Background: an optimization exercise with open tools, aiming at small area and a short achievable clock period. Do not read the settings as production practice.
Function was checked by simulation only, so behaviour that the tests miss may differ from the original.
Power is estimated from default activity; no workload was simulated.

**flow/design.v**
```verilog
module controller(input  logic [5:0] op, funct,
                  input  logic       zero,
                  output logic [1:0] memtoreg, 
                  output logic       memwrite,
                  output logic [2:0] int_cause,
                  output logic       cause_write,
                  output logic       exit_kernel,
                  output logic       jump_reg,
                  input  logic       overflow,
                  input  logic       kernel_mode,
                  output logic       write_c0,
                  output logic       alusrc,
                  output logic       regdst, regwrite,
                  output logic       branch,
                  output logic       jump,
                  output logic [2:0] alucontrol);
  logic [1:0] aluop;
  maindec md
            (
                .op             (op),
                .funct          (funct),
                .kernel_mode    (kernel_mode),
                .overflow       (overflow),
                .int_cause      (int_cause),
                .cause_write    (cause_write),
                .exit_kernel    (exit_kernel),
                .jump_reg       (jump_reg),
                .write_c0       (write_c0),
                .memtoreg       (memtoreg), 
                .memwrite       (memwrite), 
                .branch         (branch),
                .alusrc         (alusrc), 
                .regdst         (regdst), 
                .regwrite       (regwrite),
                .jump           (jump),
                .aluop          (aluop)
            );
  aludec  ad(funct, aluop, alucontrol);
endmodule 
module maindec(input  logic [5:0] op,
               input  logic [5:0] funct,
               input  logic       kernel_mode,
               input  logic       overflow,
               output logic [2:0] int_cause,
               output logic       cause_write,
               output logic       exit_kernel,
               output logic       jump_reg,
               output logic       write_c0,
               output logic [1:0] memtoreg, 
               output logic       memwrite, branch, alusrc,
               output logic       regdst, regwrite,
               output logic       jump,
               output logic [1:0] aluop);
  logic [10:0] controls;
  always_comb
    if(overflow)
        int_cause = 3'b001; 
    else if((op == 6'b010000 ||
            op == 6'b111100 ||
            op == 6'b111000) && kernel_mode) 
        int_cause = 3'b010;  
    else  
        case (op)
            6'b000000: case(funct)           
                        6'b000000: int_cause = 0;  
                        6'b100000: int_cause = 0;  
                        6'b100010: int_cause = 0;  
                        6'b100100: int_cause = 0;  
                        6'b100101: int_cause = 0;  
                        6'b101010: int_cause = 0;  
                        default:   int_cause = 3'b011;  
                       endcase  
            6'b100011: int_cause = 0;  
            6'b101011: int_cause = 0;  
            6'b000100: int_cause = 0;  
            6'b001000: int_cause = 0;  
            6'b000010: int_cause = 0;  
            6'b010000: int_cause = 0;  
            6'b111100: int_cause = 0;  
            6'b111000: int_cause = 0;  
            6'b110000: int_cause = 0;  
            6'b110001: int_cause = 0;  
            default:   int_cause = 3'b011;  
        endcase
  assign cause_write = (int_cause != 0) ? 1'b1 : 1'b0;
  assign exit_kernel = (op == 6'b111000) ? 1'b1 : 1'b0;
  assign write_c0    = (op == 6'b111100) ? 1'b1 : 1'b0;
  assign {regwrite, regdst, alusrc, branch, memwrite,
          memtoreg, jump_reg, jump, aluop} = controls;
  always_comb
    case(op)
      6'b000000: controls <= 11'b11000000010;  
      6'b100011: controls <= 11'b10100010000;  
      6'b101011: controls <= 11'b00101000000;  
      6'b000100: controls <= 11'b00010000001;  
      6'b001000: controls <= 11'b10100000000;  
      6'b000010: controls <= 11'b00000000100;  
      6'b010000: if(~kernel_mode)
                    controls <= 11'b11000100000;  
                 else                                            
                    controls <= 0;
      6'b111100: if(~kernel_mode)
                    controls <= 11'b00000000000;  
                 else 
                    controls <= 0;
      6'b111000: if(~kernel_mode)
                    controls <= 11'b00000000000;  
                 else 
                    controls <= 0;
      6'b110000: controls <= 11'b00000001000;  
      6'b110001: controls <= 11'b00000000000;  
      default:   controls <= 11'b00000000000;  
    endcase
endmodule 
module aludec(input  logic [5:0] funct,
              input  logic [1:0] aluop,
              output logic [2:0] alucontrol);
  always_comb
    case(aluop)
      2'b00: alucontrol <= 3'b010;   
      2'b01: alucontrol <= 3'b110;   
      default: case(funct)           
          6'b000000: alucontrol <= 3'b011;  
          6'b100000: alucontrol <= 3'b010;  
          6'b100010: alucontrol <= 3'b110;  
          6'b100100: alucontrol <= 3'b000;  
          6'b100101: alucontrol <= 3'b001;  
          6'b101010: alucontrol <= 3'b111;  
          default:   alucontrol <= 3'bxxx;  
        endcase
    endcase
endmodule 
module alu(
           input  logic        alusrcE,
           input  logic [31:0] a, b,
           input  logic        op_add, op_sub,    
           input  logic        op_arith,          
           input  logic        op_slt, op_sll, op_and, op_or,
           input  logic        invb,              
           input  logic [4:0]  shamt,
           output logic [31:0] result,
           output logic        c31,
           output logic        ov1, ov0);
  logic        nb31, immneg, unused;
  logic [31:0] sum, bx;
  assign bx = invb ? ~b : b;
  assign {c31, sum[30:0], unused} = {1'b0, a[30:0], 1'b1} + {1'b0, bx[30:0], invb};
  assign sum[31] = a[31] ^ bx[31] ^ c31;
  assign nb31 = ~b[31] ^ (b[30:0] == 31'd0);
  assign immneg = alusrcE & b[15];
  always_comb begin
    ov1 = (op_add & (((a[31] | bx[31]) & ~immneg) | (a[31] & immneg & (a[31] ^ bx[31]))))
        | (op_sub & ((a[31] & nb31 & (a[31] ^ bx[31])) | (~a[31] & ~nb31 & (a[31] ~^ bx[31]))));
    ov0 = (op_add & (((a[31] & bx[31]) & ~immneg) | (a[31] & immneg & (a[31] ~^ bx[31]))))
        | (op_sub & ((a[31] & nb31 & (a[31] ~^ bx[31])) | (~a[31] & ~nb31 & (a[31] ^ bx[31]))));
  end
  assign result = ({32{op_sll}}   & (a << shamt))
                | ({32{op_and}}   & (a & b))
                | ({32{op_or}}    & (a | b))
                | ({32{op_arith}} & sum)
                | {31'd0, op_slt & sum[31]};
endmodule  
module regfile(input  logic        clk,
               input  logic        reset,
               input  logic        we3,
               input  logic [4:0]  ra1_next, ra2_next,
               input  logic [4:0]  wa3,
               input  logic [31:0] wd3,
               output logic [31:0] rd1, rd2);
  logic [31:0] rf[31:0];
  logic [31:1] valid, valid_next, wen;
  logic [31:1] en1, en2;
  logic [31:0] dec1, dec2;
  assign dec1 = 32'd1 << ra1_next;
  assign dec2 = 32'd1 << ra2_next;
generate
  for (genvar i = 1; i < 32; i++) begin : g_reg
    assign wen[i] = we3 && wa3 == i;
    assign valid_next[i] = valid[i] | wen[i];
    always_ff @(posedge clk)
        if (wen[i])
            rf[i] <= wd3;
    always_ff @(posedge reset, posedge clk)
        if (reset)
            valid[i] <= 1'b0;
        else
            valid[i] <= valid_next[i];
  end
endgenerate
  always_ff @(posedge clk) begin
    en1 <= dec1[31:1] & valid_next;
    en2 <= dec2[31:1] & valid_next;
  end
  always_comb begin
    rd1 = 32'd0;
    rd2 = 32'd0;
    for (int i = 1; i < 32; i++) begin
      rd1 = rd1 | ({32{en1[i]}} & rf[i]);
      rd2 = rd2 | ({32{en2[i]}} & rf[i]);
    end
  end
endmodule  
module coprocessor_0
(
    input  logic reset,
    input  logic clk,
    input  logic        write_c0M,
    input  logic [31:0] resultM,
    input  logic [4:0]  writeregM,
    input  logic [31:0] pcF,
    input  logic [2:0]  int_cause,
    input  logic        cause_write,
    input  logic [4:0]  rtD,
    output logic [31:0] c0D,
    output logic        kernel_mode, 
    input  logic        exit_kernel
);
logic [2:0]  cause_reg;
logic [31:0] epc, epc_raw;
logic [31:0] point_table;
logic        point_table_valid;
always_ff @(posedge reset, posedge clk)
    if(reset)
        kernel_mode <= 0;
    else if(exit_kernel)
        kernel_mode <= 1;
    else if(cause_write)
        kernel_mode <= 0;
always_ff @(posedge reset, posedge clk)
    if(reset)
        cause_reg <= 0;
    else if(cause_write)
        cause_reg <= int_cause;
always_ff @(posedge clk)
    if(cause_write)
        epc_raw <= pcF;
assign epc = (cause_reg == 3'd0) ? 32'd0
           : epc_raw - ((cause_reg == 3'b001) ? 32'd8 : 32'd4);
always_ff @(posedge clk)
    if(write_c0M && writeregM == 5'b00011)
        point_table <= resultM;
always_ff @(posedge reset, posedge clk)
    if(reset)
        point_table_valid <= 0;
    else if(write_c0M && writeregM == 5'b00011)
        point_table_valid <= 1;
always_comb
    case(rtD)
        5'b00000: c0D = {31'd0, kernel_mode};
        5'b00001: c0D = {29'd0, cause_reg};
        5'b00010: c0D = epc;
        5'b00011: c0D = point_table_valid ? point_table : 32'd0;
        default:  c0D = 0;
    endcase
endmodule  
module CPU
(
    input  logic        reset,
    input  logic        clk,
    output logic [31:0] pc,         
    input  logic [31:0] instr,      
    output logic [31:0] writedata,  
    output logic [31:0] aluout,     
    output logic        memwrite,   
    input  logic [31:0] readdata    
);
logic [31:0] pcF, pcplus4F;
logic stall_F;
logic regwriteD;
logic [1:0] memtoregD;
logic memwriteD;
logic [2:0] alucontrolD;
logic alusrcD;
logic regdstD;
logic jumpD;
logic [31:0] instrD, pcbranchD, signimmD, pcjumpD;
logic [4:0] rsD, rtD, rdD, writeregD;
logic branchD, equalD, pcsrcD;
logic [31:0] rd1D, rd2D;
logic squashedD;
logic [15:0] instrD_hi, instrD_lo;
assign instrD = {instrD_hi, instrD_lo};
logic kernel_mode;
logic [2:0] int_cause;
logic cause_write;
logic exit_kernel;
logic jump_regD;
logic [31:0] c0D;
logic write_c0D;
logic stall_D;
logic clearD;
logic bubble_next;
logic bypassA, bypassB;
logic regwriteE;
logic [1:0] memtoregE;
logic memwriteE;
logic alusrcE;
logic write_c0E;
logic op_addE, op_subE, op_arithE, op_sltE, op_sllE, op_andE, op_orE, invbE;
logic fA_c0E, fA_aluE, fA_rfE;       
logic fB_c0E, fB_aluE, fB_rfE;       
logic fc0_ME;                        
logic fX_c0E, fX_aluE, fX_rfE, fX_immE;  
logic [31:0] mux_c0E;
logic c31E, ov1E, ov0E;
logic [2:0] int_causeD;
logic cause_writeD;
logic flushE;
logic overflowE;
logic [15:0] immE;
logic [31:0] signimmE, rd1E, rd2E;
logic [4:0] rtE, writeregE;
logic [31:0] srcAE, srcBE;
logic [31:0] aluoutE, writedataE;
logic [31:0] c0E;
logic regwriteM;
logic [1:0] memtoregM;
logic memwriteM;
logic write_c0M;
logic [31:0] aluoutM, writedataM, resultM;
logic [4:0] writeregM;
logic [31:0] c0M;
logic [31:0] AD_mux_out, BD_mux_out;
logic fwdAD, fwdBD;
logic fwdAE_next, fwdBE_next, c0_next;
logic [31:0] pc_seq, pc_rest;
logic br_taken;
assign pc_seq   = jump_regD ? AD_mux_out :
                  jumpD     ? pcjumpD    :
                  stall_F   ? pcF        : pcplus4F;
assign br_taken = pcsrcD & ~stall_F;    
assign pc_rest  = br_taken ? pcbranchD : pc_seq;
always_ff @(posedge reset, posedge clk)
    if(reset)
        pcF <= 0;
    else if(cause_write)
        pcF <= 32'd72; 
    else
        pcF <= pc_rest;
assign pcplus4F = pcF + 32'd4;
assign clearD = (jump_regD && !stall_D) || jumpD || cause_write || pcsrcD;
always_ff @(posedge reset, posedge clk)
    if(reset) begin
        instrD_hi <= {6'b110001, 10'd0};  
        squashedD <= 1'b1;
    end
    else if(cause_write || pcsrcD) begin
        instrD_hi <= {6'b110001, 10'd0};  
        squashedD <= 1'b1;
    end
    else if((jump_regD && !stall_D) || jumpD) begin
        instrD_hi <= {6'b110001, 10'd0};  
        squashedD <= 1'b1;
    end
    else if(~stall_D) begin
        instrD_hi <= instr[31:16];
        squashedD <= 1'b0;
    end
logic [4:0] raA_next, raB_next;
assign raA_next = stall_D ? instrD[25:21] : instr[25:21];
assign raB_next = stall_D ? instrD[20:16] : instr[20:16];
always_ff @(posedge clk)
    if(~stall_D)
        instrD_lo <= instr[15:0];
assign signimmD  = {{16{instrD[15]}}, instrD[15:0]};
assign pcbranchD = pcF + {signimmD[29:0], 2'b00};
assign pcjumpD   = {pcF[31:28], instrD[25:0], 2'b00};
assign rsD = instrD[25:21];
assign rtD = instrD[20:16];
assign rdD = instrD[15:11];
assign pcsrcD = equalD & branchD;
assign writeregD = regdstD ? rdD : rtD;
assign fwdAD = rsD != 0 && rsD == writeregM && regwriteM;
assign fwdBD = rtD != 0 && rtD == writeregM && regwriteM;
logic [31:0] fwdM;
assign fwdM = (memtoregM == 2'b10) ? c0M : aluoutM;
assign AD_mux_out = fwdAD ? fwdM : rd1D;
assign BD_mux_out = fwdBD ? fwdM : rd2D;
assign equalD = (AD_mux_out == BD_mux_out);
always_comb
    if (memtoregM == 2'b10)
        resultM = c0M;
    else if(memtoregM == 2'b00)
        resultM = aluoutM;
    else
        resultM = readdata;
assign bypassA = fwdAD;
assign bypassB = fwdBD;
assign bubble_next = flushE || squashedD;    
always_ff @(posedge reset, posedge clk)
    if(reset) begin
        regwriteE   <= 0;
        memtoregE   <= 0;
        memwriteE   <= 0;
        alusrcE     <= 0;
        write_c0E   <= 0;
        op_addE     <= 0;
        op_subE     <= 0;
        op_arithE   <= 0;
        op_sltE     <= 0;
        op_sllE     <= 0;
        op_andE     <= 0;
        op_orE      <= 0;
        fA_c0E      <= 0;
        fA_aluE     <= 0;
        fA_rfE      <= 0;
        fB_c0E      <= 0;
        fB_aluE     <= 0;
        fB_rfE      <= 0;
        fc0_ME      <= 0;
        fX_c0E      <= 0;
        fX_aluE     <= 0;
        fX_rfE      <= 0;
        fX_immE     <= 0;
    end
    else if(cause_write) begin
        regwriteE   <= 0;
        memtoregE   <= 0;
        memwriteE   <= 0;
        alusrcE     <= 0;
        write_c0E   <= 0;
        op_addE     <= 0;
        op_subE     <= 0;
        op_arithE   <= 0;
        op_sltE     <= 0;
        op_sllE     <= 0;
        op_andE     <= 0;
        op_orE      <= 0;
        fA_c0E      <= 0;
        fA_aluE     <= 0;
        fA_rfE      <= 0;
        fB_c0E      <= 0;
        fB_aluE     <= 0;
        fB_rfE      <= 0;
        fc0_ME      <= 0;
        fX_c0E      <= 0;
        fX_aluE     <= 0;
        fX_rfE      <= 0;
        fX_immE     <= 0;
    end
    else if(bubble_next) begin
        regwriteE   <= 0;
        memtoregE   <= 0;
        memwriteE   <= 0;
        alusrcE     <= 0;
        write_c0E   <= 0;
        op_addE     <= 0;
        op_subE     <= 0;
        op_arithE   <= 0;
        op_sltE     <= 0;
        op_sllE     <= 0;
        op_andE     <= 0;
        op_orE      <= 0;
        fA_c0E      <= 0;
        fA_aluE     <= 0;
        fA_rfE      <= 0;
        fB_c0E      <= 0;
        fB_aluE     <= 0;
        fB_rfE      <= 0;
        fc0_ME      <= 0;
        fX_c0E      <= 0;
        fX_aluE     <= 0;
        fX_rfE      <= 0;
        fX_immE     <= 0;
    end
    else begin
        regwriteE   <= regwriteD;
        memtoregE   <= memtoregD;
        memwriteE   <= memwriteD;
        alusrcE     <= alusrcD;
        write_c0E   <= write_c0D;
        op_addE     <= alucontrolD == 3'b010;
        op_subE     <= alucontrolD == 3'b110;
        op_arithE   <= alucontrolD[1:0] == 2'b10;
        op_sltE     <= alucontrolD == 3'b111;
        op_sllE     <= alucontrolD == 3'b011;
        op_andE     <= alucontrolD[1:0] == 2'b00;
        op_orE      <= alucontrolD[1:0] == 2'b01;
        fA_c0E      <= fwdAE_next &  c0_next;
        fA_aluE     <= fwdAE_next & ~c0_next;
        fA_rfE      <= ~fwdAE_next;
        fB_c0E      <= fwdBE_next &  c0_next;
        fB_aluE     <= fwdBE_next & ~c0_next;
        fB_rfE      <= ~fwdBE_next;
        fc0_ME      <= memtoregD == 2'b10 && write_c0E && writeregD == writeregE;
        fX_c0E      <= ~alusrcD & fwdBE_next &  c0_next;
        fX_aluE     <= ~alusrcD & fwdBE_next & ~c0_next;
        fX_rfE      <= ~alusrcD & ~fwdBE_next;
        fX_immE     <= alusrcD;
    end
assign fwdAE_next = rsD != 0 && rsD == writeregE && regwriteE;
assign fwdBE_next = rtD != 0 && rtD == writeregE && regwriteE;
assign c0_next    = memtoregE == 2'b10;
always_ff @(posedge clk) begin
    invbE     <= alucontrolD[2];
    rd1E      <= bypassA ? resultM : rd1D;
    rd2E      <= bypassB ? resultM : rd2D;
    rtE       <= rtD;
    writeregE <= writeregD;
    immE      <= instrD[15:0];
    c0E       <= (memtoregD == 2'b10 && write_c0M && writeregD == writeregM) ? c0M : c0D;
end
assign signimmE = {{16{immE[15]}}, immE};
assign mux_c0E = fc0_ME ? c0M : c0E;
assign srcAE = ({32{fA_c0E}}  & c0M)
             | ({32{fA_aluE}} & aluoutM)
             | ({32{fA_rfE}}  & rd1E);
assign writedataE = ({32{fB_c0E}}  & c0M)
                  | ({32{fB_aluE}} & aluoutM)
                  | ({32{fB_rfE}}  & rd2E);
assign srcBE = ({32{fX_c0E}}  & c0M)
             | ({32{fX_aluE}} & aluoutM)
             | ({32{fX_rfE}}  & rd2E)
             | ({32{fX_immE}} & signimmE);
assign overflowE   = c31E ? ov1E : ov0E;
assign cause_write = c31E ? (ov1E | cause_writeD) : (ov0E | cause_writeD);
assign int_cause   = overflowE ? 3'b001 : int_causeD;
always_ff @(posedge reset, posedge clk)
    if(reset) begin
        regwriteM  <= 0;
        memtoregM  <= 0;
        memwriteM  <= 0;
        write_c0M  <= 0;
        aluoutM    <= 0;
        writedataM <= 0;
    end
    else if(overflowE)begin
        regwriteM  <= 0;
        memtoregM  <= 0;
        memwriteM  <= 0;
        write_c0M  <= 0;
        aluoutM    <= 0;
        writedataM <= 0;
    end
    else begin
        regwriteM  <= regwriteE;
        memtoregM  <= memtoregE;
        memwriteM  <= memwriteE;
        write_c0M  <= write_c0E;
        aluoutM    <= aluoutE;
        writedataM <= writedataE;
    end
always_ff @(posedge clk) begin
    writeregM  <= writeregE;
    c0M        <= mux_c0E;
end
always_comb
    if((rsD == rtE || rtD == rtE)
            && memtoregE == 2'b01)begin
                stall_F = 1;
                stall_D = 1;
                flushE  = 1;
    end
    else if(jump_regD && regwriteE && rsD == writeregE) begin
                stall_F = 0;
                stall_D = 1;
                flushE  = 0;
    end
    else if(branchD   && regwriteE &&
            (writeregE == rsD || writeregE == rtD))begin
                stall_F = 1;
                stall_D = 1;
                flushE  = 1;
    end
    else if(branchD   &&  memtoregM == 2'b01 &&
            (writeregM == rsD || writeregM == rtD))begin
                stall_F = 1;
                stall_D = 1;
                flushE  = 1;
    end
    else begin
        stall_F = 0;
        stall_D = 0;
        flushE  = 0;
    end
assign pc        = pcF;
assign writedata = writedataM;
assign aluout    = aluoutM;
assign memwrite  = memwriteM;
controller ctrl
    (
        .op             (instrD[31:26]),
        .funct          (instrD[5:0]),
        .int_cause      (int_causeD),
        .cause_write    (cause_writeD),
        .exit_kernel    (exit_kernel),
        .jump_reg       (jump_regD),
        .overflow       (1'b0),
        .kernel_mode    (kernel_mode),
        .write_c0       (write_c0D),
        .regwrite       (regwriteD),
        .memtoreg       (memtoregD),
        .memwrite       (memwriteD),
        .alucontrol     (alucontrolD),
        .alusrc         (alusrcD),
        .regdst         (regdstD),
        .branch         (branchD),
        .jump           (jumpD),
        .zero           (1'b0)
    );
coprocessor_0 c0
    (
        .reset          (reset),
        .clk            (clk),
        .write_c0M      (write_c0M),
        .resultM        (resultM),
        .writeregM      (writeregM),
        .pcF            (pcF),
        .int_cause      (int_cause),
        .cause_write    (cause_write),
        .rtD            (rtD),
        .c0D            (c0D),
        .kernel_mode    (kernel_mode),
        .exit_kernel    (exit_kernel)
    );
regfile rf
    (
        .clk            (clk),
        .reset          (reset),
        .we3            (regwriteM),
        .ra1_next       (raA_next),
        .ra2_next       (raB_next),
        .wa3            (writeregM),
        .wd3            (resultM),
        .rd1            (rd1D),
        .rd2            (rd2D)
    );
alu alu_i
    (
        .alusrcE        (alusrcE),
        .a              (srcAE),
        .b              (srcBE),
        .op_add         (op_addE),
        .op_sub         (op_subE),
        .op_arith       (op_arithE),
        .op_slt         (op_sltE),
        .op_sll         (op_sllE),
        .op_and         (op_andE),
        .op_or          (op_orE),
        .invb           (invbE),
        .shamt          (immE[10:6]),
        .result         (aluoutE),
        .c31            (c31E),
        .ov1            (ov1E),
        .ov0            (ov0E)
    );
endmodule  
```
**flow/flow/run.sh**
```bash
#!/bin/bash
# Standard ORFS layout (the standard.sh: standard synthesis, floorplan,
# placement, CTS, routing) with the resizer's setup repair aimed at a
# larger slack margin, so that it sizes the critical paths for speed, and
# the ports buffered with buf_2 cells.  The clock period and constraints
# are the standard flow's own.
set -euo pipefail
bash standard.sh SETUP_SLACK_MARGIN=10 BUFFER_PORTS_ARGS="-buffer_cell sky130_fd_sc_hd__buf_2" finish > standard.log 2>&1
```
**flow/standard.sh**
```bash
#!/bin/bash
# synth_recipe.tcl (not shown) runs the flow's synth.tcl, then flattens the netlist and writes it again
# the make line also repeats each setting of config.mk as NAME=value (left out here)
make -C /OpenROAD-flow-scripts/flow DESIGN_CONFIG=/design/flow/config.mk WORK_HOME=/design/flow/orfs CLKGATE_MAP_FILE= SYNTH_SCRIPT=/design/flow/synth_recipe.tcl "${@:-finish}"
```
**flow/config.mk**
```make
export PLATFORM = sky130hd
export DESIGN_NAME = CPU
export DESIGN_NICKNAME = CPU
export VERILOG_FILES = /design/flow/design.v
export SDC_FILE = /design/flow/constraint.sdc
export NUM_CORES = 4
export LEC_CHECK = 0
export CAP_MARGIN = 20
export CORE_MARGIN = 2
export CORE_UTILIZATION = 45
export CTS_CLUSTER_DIAMETER = 100
export CTS_CLUSTER_SIZE = 20
export PLACE_DENSITY = 0.65
export SLEW_MARGIN = 20
```
**flow/constraint.sdc**
```tcl
create_clock -name core_clock -period 14.0 [get_ports {clk}]
set_input_delay 2.8000 -clock core_clock [delete_from_list [all_inputs] [get_ports {clk}]]
set_output_delay 2.8000 -clock core_clock [all_outputs]
set_load 0.01 [all_outputs]
```
==> results.rst, run 1 <==
.. list-table::
   :header-rows: 1

   * - Metric
     - Value
   * - Outcome
     - complete, no violations
   * - Asr flop ratio synth
     - between 10% and 20%
   * - Cell Pwr Density
     - between 100 and 150 nW/µm²
   * - Synthesis Warnings
     - 7
   * - Congestion Overflow GR
     - 0
   * - Synthesized netlist cell count
     - 5,555
   * - Final critical-path setup slack
     - approximately 9500 ps
   * - Critical Path Sink
     - pcF[11]
   * - Total of max-cap violations
     - 0
   * - Main flop type after synthesis
     - edfxtp_1
   * - Post-synthesis register bit count
     - 1,470
   * - Nature of the critical path startpoint
     - flop
   * - Max Fclk
     - 0.224 GHz
   * - Number of distinct library cell variants in the gate-level netlist after synthesis
     - 84
   * - Remaining DRCs
     - 0
   * - Most flops, register
     - rf.rf
   * - Antenna-violating nets left
     - 0
   * - Net count of the finished layout
     - around 5,900
   * - Type of element capturing the critical path
     - flop
   * - Register-to-register setup slack
     - approximately 9500 ps
   * - Number of global-route vias before repair
     - about 56,000
   * - Kind of critical path
     - reg -> reg
   * - Startpoint of the lowest-slack register-to-register path
     - rf.en2[8]
   * - Number of max-slew violations in the final report
     - 0
   * - Worst-skew pair later-pin latency
     - approximately 800 ps
   * - Post-synthesis sequential area ratio
     - between 60% and 70%
   * - Final-report setup violation count
     - 0
   * - VDD IR-drop max
     - between 0.1 and 0.15 mV
   * - Critical path required time
     - between 10,000 and 15,000 ps
   * - Most common cell in the netlist
     - edfxtp_1
   * - Global-route wire length before repair
     - roughly 460,000 µm
   * - Horizontal die dimension
     - 392 µm
   * - Ports
     - about 160
   * - Cell Chain, Critical Path
     - buf_4, a22oi_1, nand4_1, nor2_1, a31oi_1, xnor2_1, nand4_1, nor4_4, nand4b_1, buf_4, buf_12, mux2_1, a211oi_2
   * - Number of synthesized flops with an enable pin
     - 1,104
   * - Transition at the pin with the smallest max-transition slack
     - 1210 ps
   * - Number of design-rule violations left by the first detailed-router iteration
     - roughly 14,000
   * - Critical path fanouts, max
     - 21
   * - Mapped cell area
     - ~68,000 µm²
   * - Slowest stage delay, CP
     - ~700 ps
   * - Clock skew
     - 38.7 ps
   * - Dpl ws
     - between 8000 and 9000 ps
   * - Start point of the critical path
     - rf.en2[8]
   * - Final min period
     - 4470 ps
   * - DIE AREA
     - around 150,000 µm²
   * - Inserted Clock Buffers
     - between 80 and 90
   * - CTS Root Buffer Type
     - clkbuf_16
   * - Port Buffers
     - approximately 160
   * - Max transition margin
     - a little under a fifth
   * - Synth top area share
     - 48.9%
   * - Number of vias after detailed routing
     - ~61,000
   * - Wire length after detailed routing
     - about 340,000 µm
   * - Final weighted congestion of routability-driven global placement
     - 1.05
   * - Rows
     - 142
   * - Most numerous cell types in the synthesized netlist
     - 1,104 x edfxtp_1, 898 x a22oi_1, 439 x nor2_1
   * - Cell types with the largest area share after synthesis
     - edfxtp_1 49%, a22oi_1 10%, dfrtp_1 6.4%
   * - Initial cell density of the core
     - 45.3%
   * - Worst flop-to-flop path endpoint
     - pcF[11]
   * - Worst Hold Slack
     - 389 ps
   * - CTS tree
     - done
   * - Area of the core region
     - around 150,000 µm²
   * - Number of levels in the clock H-tree
     - 3
   * - Crit. path cell count
     - 13
   * - Synthesis-to-layout area growth
     - 14.9%
   * - Number of buffers on the longest clock path
     - 3
   * - Clock tree sinks
     - 1,470
   * - GRT Util Overall
     - approximately 43%
   * - Sum Neg Setup Slack
     - 0 ps
   * - RSZ-0062 raised after global routing
     - yes
   * - Routed via count divided by cell count
     - a little under 8
   * - Maximum number of pins on one net before global-route repair
     - 69
   * - Die outline height
     - ~390 µm
   * - Worst EP arrival
     - 5140 ps
   * - Share of final-layout standard cells stronger than drive strength 1
     - 19.3%
   * - Hold violation total from the final report
     - 0
   * - Antenna violations before repair
     - 16
   * - Standard cell with the maximum stage delay on the critical path
     - nor2_1
   * - Period utilisation layout
     - roughly a third
   * - HPWL Detailed
     - approximately 200,000 µm
   * - Fill count
     - 12,663
   * - Router iterations before antenna repair
     - 12
   * - Crit path buffers/inverters
     - 3
   * - Clock transition at the register clock pins on the worst setup and hold paths after CTS
     - approximately 90 ps
   * - Avg Inst Size Synth
     - about 12 µm²
   * - Final Total Pwr
     - roughly 10 mW
   * - Min-Delay Path Class
     - reg -> reg
   * - Routed wire per std cell
     - ~43 µm
   * - Worst reg-to-reg path cell count
     - 13
   * - Number of flip-flops under the largest register name
     - 992
   * - Leakage power figure
     - around 26 nW
   * - Critical path's top delay family
     - simple AND/OR/NAND/NOR gates
   * - Top cell type by total area after synthesis
     - edfxtp_1
   * - Post-synth net total
     - 5,687
[metrics by stage]
step | std cells | util, % | cell area, µm²
3_3_place_gp | 7485 | 47.5 | 71100
2_1_floorplan | 5555 | - | 68000
5_1_grt | 7818 | 52.0 | 77800
3_5_place_dp | 7485 | 47.5 | 71100
4_1_cts | 7785 | 51.3 | 76800
6_report | 7837 | 52.0 | 77900
[logic make-up (layout without fill, tap and decap cells)]
| group | Yosys count | after routing | synth area share, % |
|---|---|---|---|
| buf+inv | 500 | 718 | 2.95 |
| simple gates | 1420 | 1425 | 10.4 |
| mux | 181 | 205 | 3.24 |
| other cells | 0 | 19 | 0 |
| compound gates | 1717 | 1717 | 18.5 |
| flops | 1470 | 1470 | 61.1 |
| fa+ha+maj | 66 | 66 | 1.24 |
| xor+xnor | 201 | 201 | 2.60 |
[placed cells by master (no fill, tap or decap), types with 59 or more instances in the layout]
master and count:
edfxtp_1 1104, a22oi_1 889, nor2_1 335, buf_4 250
nand2_1 216, a21oi_1 209, nand4_1 201, nand3_1 141
dfxtp_1 119, xnor2_1 105, inv_1 104, a222oi_1 102
buf_6 99, mux2i_1 97, dfrtp_1 95, xor2_1 90
nor3_1 86, clkbuf_16 86, buf_2 86, dfrtp_2 73
o21ai_0 72, and3_1 71, nor4_1 70, a221oi_1 63
ha_1 61, a31oi_1 59, nor2_4 59
[repair_timing]
action,in CTS,in global routing
setup buffers,127,28
gates resized for setup,408,137
setup endpoints to repair,395,452
hold endpoints to repair,0,0
pin swaps,61,24
hold buffers,0,0
cloned,35,0
[how the worst min path moves through the flow]
stage / startpoint / end / slack (ps) / depth (start not counted)
3_5_place_dp: c0E[28] / c0M[28] / 390 / 0
4_1_cts: c0E[5] / c0M[5] / 410 / 0
5_1_grt: c0E[5] / c0M[5] / 400 / 0
6_report: c0E[5] / c0M[5] / 390 / 0
2_1_floorplan: instrD_hi[0] / rtE[0] / 340 / 0
3_3_place_gp: c0E[6] / c0M[6] / 390 / 0
[routing by layer]
metal | vias up | GRT usage (%) | part of all wire (%) | routed length (µm)
met5 | - | 0 | 0.13 | 448
met4 | 18 | 32.8 | 11 | 35900
met3 | 2120 | 20.5 | 18 | 59600
met2 | 6839 | 60.3 | 40 | 136000
met1 | 29115 | 50.8 | 32 | 109000
li1 | 22634 | - | - | -
[power by group]
part / leakage [nW] / internal [mW] / switching, mW
clock network: 1.18 / 1.16 / 1.54
logic: 12.5 / 0.768 / 1.45
registers: 12.2 / 4.88 / 0.250
[layout make-up]
| type | count | area, µm² | area share [%] |
|---|---|---|---|
| Sequential cell | 1470 | 41600 | 53.5 |
| Multi-Input combinational cell | 3614 | 26600 | 34.2 |
| Timing Repair Buffer | 468 | 4160 | 5.34 |
| Tap cell | 2016 | 2520 | 3.24 |
| Clock buffer | 126 | 2300 | 2.96 |
| Inverter | 112 | 432 | 0.554 |
| Clock inverter | 12 | 164 | 0.211 |
| Antenna cell | 19 | 47.5 | 0.0611 |
==> run 2, diff against run 1 <==
--- a/flow/config.mk
+++ b/flow/config.mk
@@ -10,5 +10,5 @@
 export CORE_UTILIZATION = 45
 export CTS_CLUSTER_DIAMETER = 100
 export CTS_CLUSTER_SIZE = 20
-export PLACE_DENSITY = 0.65
+export PLACE_DENSITY = 0.7
 export SLEW_MARGIN = 20
==> run 2 against run 1 <==
Register-to-register slack got worse by 60 ps. Synthesized cell count did not move. First-iteration DRC count grew 5.0%. Cell area shrank 0.73%. Setup slack worse by 59 ps. Sequential share of layout area up 0.32 points. Area after synthesis stayed put. Sequential power hardly changed. Highest routed layer unchanged. Clock power about the same. Combinational power shrank 5%. Die area stayed put. Hold slack gained 17 ps.
==> results.rst, run 2 <==
.. list-table::
   :header-rows: 1

   * - Metric
     - Value
   * - HPWL Detailed
     - 193,000 µm
   * - Final Total Pwr
     - around 9.9 mW
   * - Switching part of the total
     - between 30% and 40%
   * - Inserted Clock Buffers
     - between 80 and 90
   * - Max transition margin
     - about 12%
   * - Nature of the critical path startpoint
     - flop
   * - DIE AREA
     - 154,000 µm²
   * - Rows
     - approximately 140
   * - Horizontal die dimension
     - approximately 400 µm
   * - CTS Root Buffer Type
     - clkbuf_16
   * - Cell Pwr Density
     - about 130 nW/µm²
   * - Synthesized netlist cell count
     - between 5,000 and 6,000
   * - Internal Power
     - roughly 6.8 mW
   * - Asr flop ratio synth
     - between 10% and 20%
   * - Critical path required time
     - ~15,000 ps
   * - Hold violation total from the final report
     - 0
   * - Post-synth net total
     - 5,687
   * - Number of distinct library cell variants in the gate-level netlist after synthesis
     - 84
   * - Net count of the finished layout
     - a little under 6,000
   * - Cell types with the largest area share after synthesis
     - edfxtp_1 49%, a22oi_1 10%, dfrtp_1 6.4%
   * - Ports
     - about 160
   * - Port Buffers
     - between 150 and 200
   * - Switching pwr
     - between 3 and 4 mW
   * - Dpl ws
     - 8320 ps
   * - Kind of critical path
     - reg -> reg
   * - Clock Power Share
     - between 20% and 30%
   * - Final critical-path setup slack
     - roughly 9500 ps
   * - Clock tree sinks
     - 1,470
   * - Fill count
     - 12,693
   * - Final min period
     - approximately 4500 ps
   * - Number of synthesized flops with an enable pin
     - between 1,000 and 1,500
   * - Mapped cell area
     - between 60,000 and 70,000 µm²
   * - Total of max-cap violations
     - 0
   * - Count of placed standard cells in the final layout, fillers left out
     - 7,837
   * - Synthesis-to-layout area growth
     - 14.1%
   * - Number of design-rule violations left by the first detailed-router iteration
     - 14,375
   * - Main flop type after synthesis
     - edfxtp_1
   * - Congestion Overflow GR
     - 0
   * - CTS tree
     - done
   * - Clock transition at the register clock pins on the worst setup and hold paths after CTS
     - around 90 ps
   * - Most numerous cell types in the synthesized netlist
     - 1,104 x edfxtp_1, 898 x a22oi_1, 439 x nor2_1
   * - Worst-skew pair later-pin latency
     - between 700 and 800 ps
   * - Global-route wire length before repair
     - around 450,000 µm
   * - Outcome
     - complete, no violations
   * - Maximum number of pins on one net before global-route repair
     - approximately 140
   * - Post-synthesis sequential area ratio
     - 61.1%
   * - Most flops, register
     - rf.rf
   * - Start point of the critical path
     - fA_c0E
   * - Type of element capturing the critical path
     - flop
   * - Number of max-slew violations in the final report
     - 0
   * - Number of global-route vias before repair
     - approximately 56,000
   * - RSZ-0062 raised after global routing
     - yes
   * - Worst flop-to-flop path endpoint
     - instrD_hi[14]
   * - Final weighted congestion of routability-driven global placement
     - 1.05
   * - Antenna-violating nets left
     - 0
   * - Worst reg-to-reg path cell count
     - 16
   * - Initial cell density of the core
     - a little under half
   * - Number of vias after detailed routing
     - 60,978
   * - Critical Path Sink
     - instrD_hi[14]
   * - Most common cell in the netlist
     - edfxtp_1
   * - Register share of total power
     - 51.7%
   * - Routed via count divided by cell count
     - between 7 and 8
   * - Routed wire per std cell
     - ~43 µm
   * - Startpoint of the lowest-slack register-to-register path
     - fA_c0E
   * - Antenna violations before repair
     - 23
   * - Leakage power figure
     - 25.6 nW
   * - Worst EP arrival
     - approximately 5200 ps
   * - Most frequent standard cell in the layout excluding fill and tap cells
     - edfxtp_1
   * - Transition at the pin with the smallest max-transition slack
     - roughly 1300 ps
   * - Post-synthesis register bit count
     - around 1,500
   * - Most used cells in the layout excluding fill and tap cells
     - 1,104 x edfxtp_1, 890 x a22oi_1, 350 x nor2_1
   * - Number of buffers on the longest clock path
     - 3
   * - Top cell type by total area after synthesis
     - edfxtp_1
   * - Min-Delay Path Class
     - reg -> reg
   * - Synthesis Warnings
     - 7
   * - Die outline height
     - approximately 400 µm
   * - Wire length after detailed routing
     - approximately 330,000 µm
   * - Avg Inst Size Synth
     - between 10 and 15 µm²
   * - Share of final-layout standard cells stronger than drive strength 1
     - between 10% and 20%
   * - Router iterations before antenna repair
     - 14
   * - GRT Util Overall
     - 42.0%
   * - Clock skew
     - 51.1 ps
   * - Sum Neg Setup Slack
     - 0 ps
   * - Area of the core region
     - between 100,000 and 150,000 µm²
   * - Synth top area share
     - around half
   * - Number of levels in the clock H-tree
     - 3
   * - Max Fclk
     - 0.221 GHz
   * - Number of flip-flops under the largest register name
     - 992
   * - Critical path fanouts, max
     - 8
   * - Final-report setup violation count
     - 0
   * - Period utilisation layout
     - between 30% and 40%
   * - Register-to-register setup slack
     - 9470 ps
   * - Gate power share
     - a little over a fifth
   * - VDD IR-drop max
     - 0.114 mV
   * - Remaining DRCs
     - 0
   * - Cell count after placement
     - 7,490
run 2: routing by layer:
layer  part of all wire [%]  up-vias  track usage [%]
li1                       -    22586                -
met2                     40     7047             58.4
met3                     18     2226             20.5
met5                   0.17        -             1.63
met1                     31    29089             49.6
met4                     10       30             31.8
run 2: area by class of cell:
type,count,area [µm²],area share [%]
well taps,2016,2520,3.26
inverters,112,439,0.568
multi-input cells,3614,26200,33.9
flip-flops and latches,1470,41600,53.8
diodes,40,100,0.130
clock inverters,13,209,0.270
clock buffers,126,2280,2.95
repair buffers,446,3950,5.11
run 2: how the worst min path moves through the flow:
stage / from / to / slack [ps] / cells after the start
final: c0E[2] / c0M[2] / 410 / 0
after global routing: c0E[2] / c0M[2] / 400 / 0
after CTS: c0E[2] / c0M[2] / 390 / 0
after detailed placement: c0E[30] / c0M[30] / 390 / 0
after global placement: c0E[5] / c0M[5] / 390 / 0
after floorplan: instrD_hi[0] / rtE[0] / 340 / 0
run 2: power groups by stage:
stage	logic [mW]	registers [mW]	clock network, mW
3_5_place_dp	1.56	5.26	0
4_1_cts	1.93	5.12	2.65
6_report	2.10	5.14	2.70
5_1_grt	2.16	5.16	2.81
2_1_floorplan	1.08	5.10	0
3_3_place_gp	1.54	5.25	0
run 2: critical path: stages (launching register included):
cell	delay, ps
dfrtp_2	460
buf_12	160
a222oi_1	480
inv_1	180
ha_4	250
and4_1	170
a32o_1	260
or3_4	350
o311a_4	360
a221oi_4	280
nor2_4	120
a221oi_4	250
buf_6	170
mux2_8	440
nand3b_4	210
buf_12	160
nand3b_1	150
run 2: kinds of logic (layout without fill, tap and decap cells):
| group | count (synthesis) | after routing | share of synthesized area [%] |
|---|---|---|---|
| compound gates | 1717 | 1717 | 18.5 |
| flops | 1470 | 1470 | 61.1 |
| simple gates | 1420 | 1427 | 10.4 |
| buf+inv | 500 | 697 | 2.95 |
| xor+xnor | 201 | 201 | 2.60 |
| mux | 181 | 203 | 3.24 |
| fa+ha+maj | 66 | 66 | 1.24 |
| other cells | 0 | 40 | 0 |
run 2: stage by stage:
step                      area (µm²)  hold slack (ps)  util [%]
final                          77300              406      51.7
after global routing           77200              399      51.6
after CTS                      76500              392      51.1
after detailed placement       71100              389      47.6
after global placement         71100              386      47.5
after floorplan                68000              342         -
run 2: repair_timing:
| action | 4_1_cts | 5_1_grt |
|---|---|---|
| buffers inserted | 119 | 8 |
| gates resized for setup | 363 | 101 |
| pin swaps | 48 | 6 |
| gates cloned | 30 | 5 |
| hold buffers | 0 | 0 |
| setup endpoints to repair | 336 | 458 |

port drivers added, routing unchanged:
No port has a modelled driver above. Below, the same layouts with a new extraction and two added sets of constraints.
Step 1 sets driving cells, clkbuf_16 on the clock port and buf_2 on the other inputs (assumed; they add their load-dependent delay and slew).
Step 2 times the ports against the registers' clock, not the clock port: input delays grow and output delays shrink by t, the midpoint of the rising clock arrivals with the driver on.
a / b / c = ideal ports / drivers / drivers and shift; a / b = the first two.
| run | t, ns | setup slack, ns | slew at the worst register clock pin (ns) | cell pins on the clock port's net |
|---|---|---|---|---|
| run 1 | 0.845 | 9.526 / 9.526 / 9.377 | 0.10 / 0.10 | 1 |
| run 2 | 0.837 | 9.466 / 9.466 / 9.168 | 0.10 / 0.10 | 1 |
After both steps every run listed still meets setup and hold. The setup slack of run 2, which loses most, moves by 0.000 ns with the drivers and by -0.298 ns with both steps.
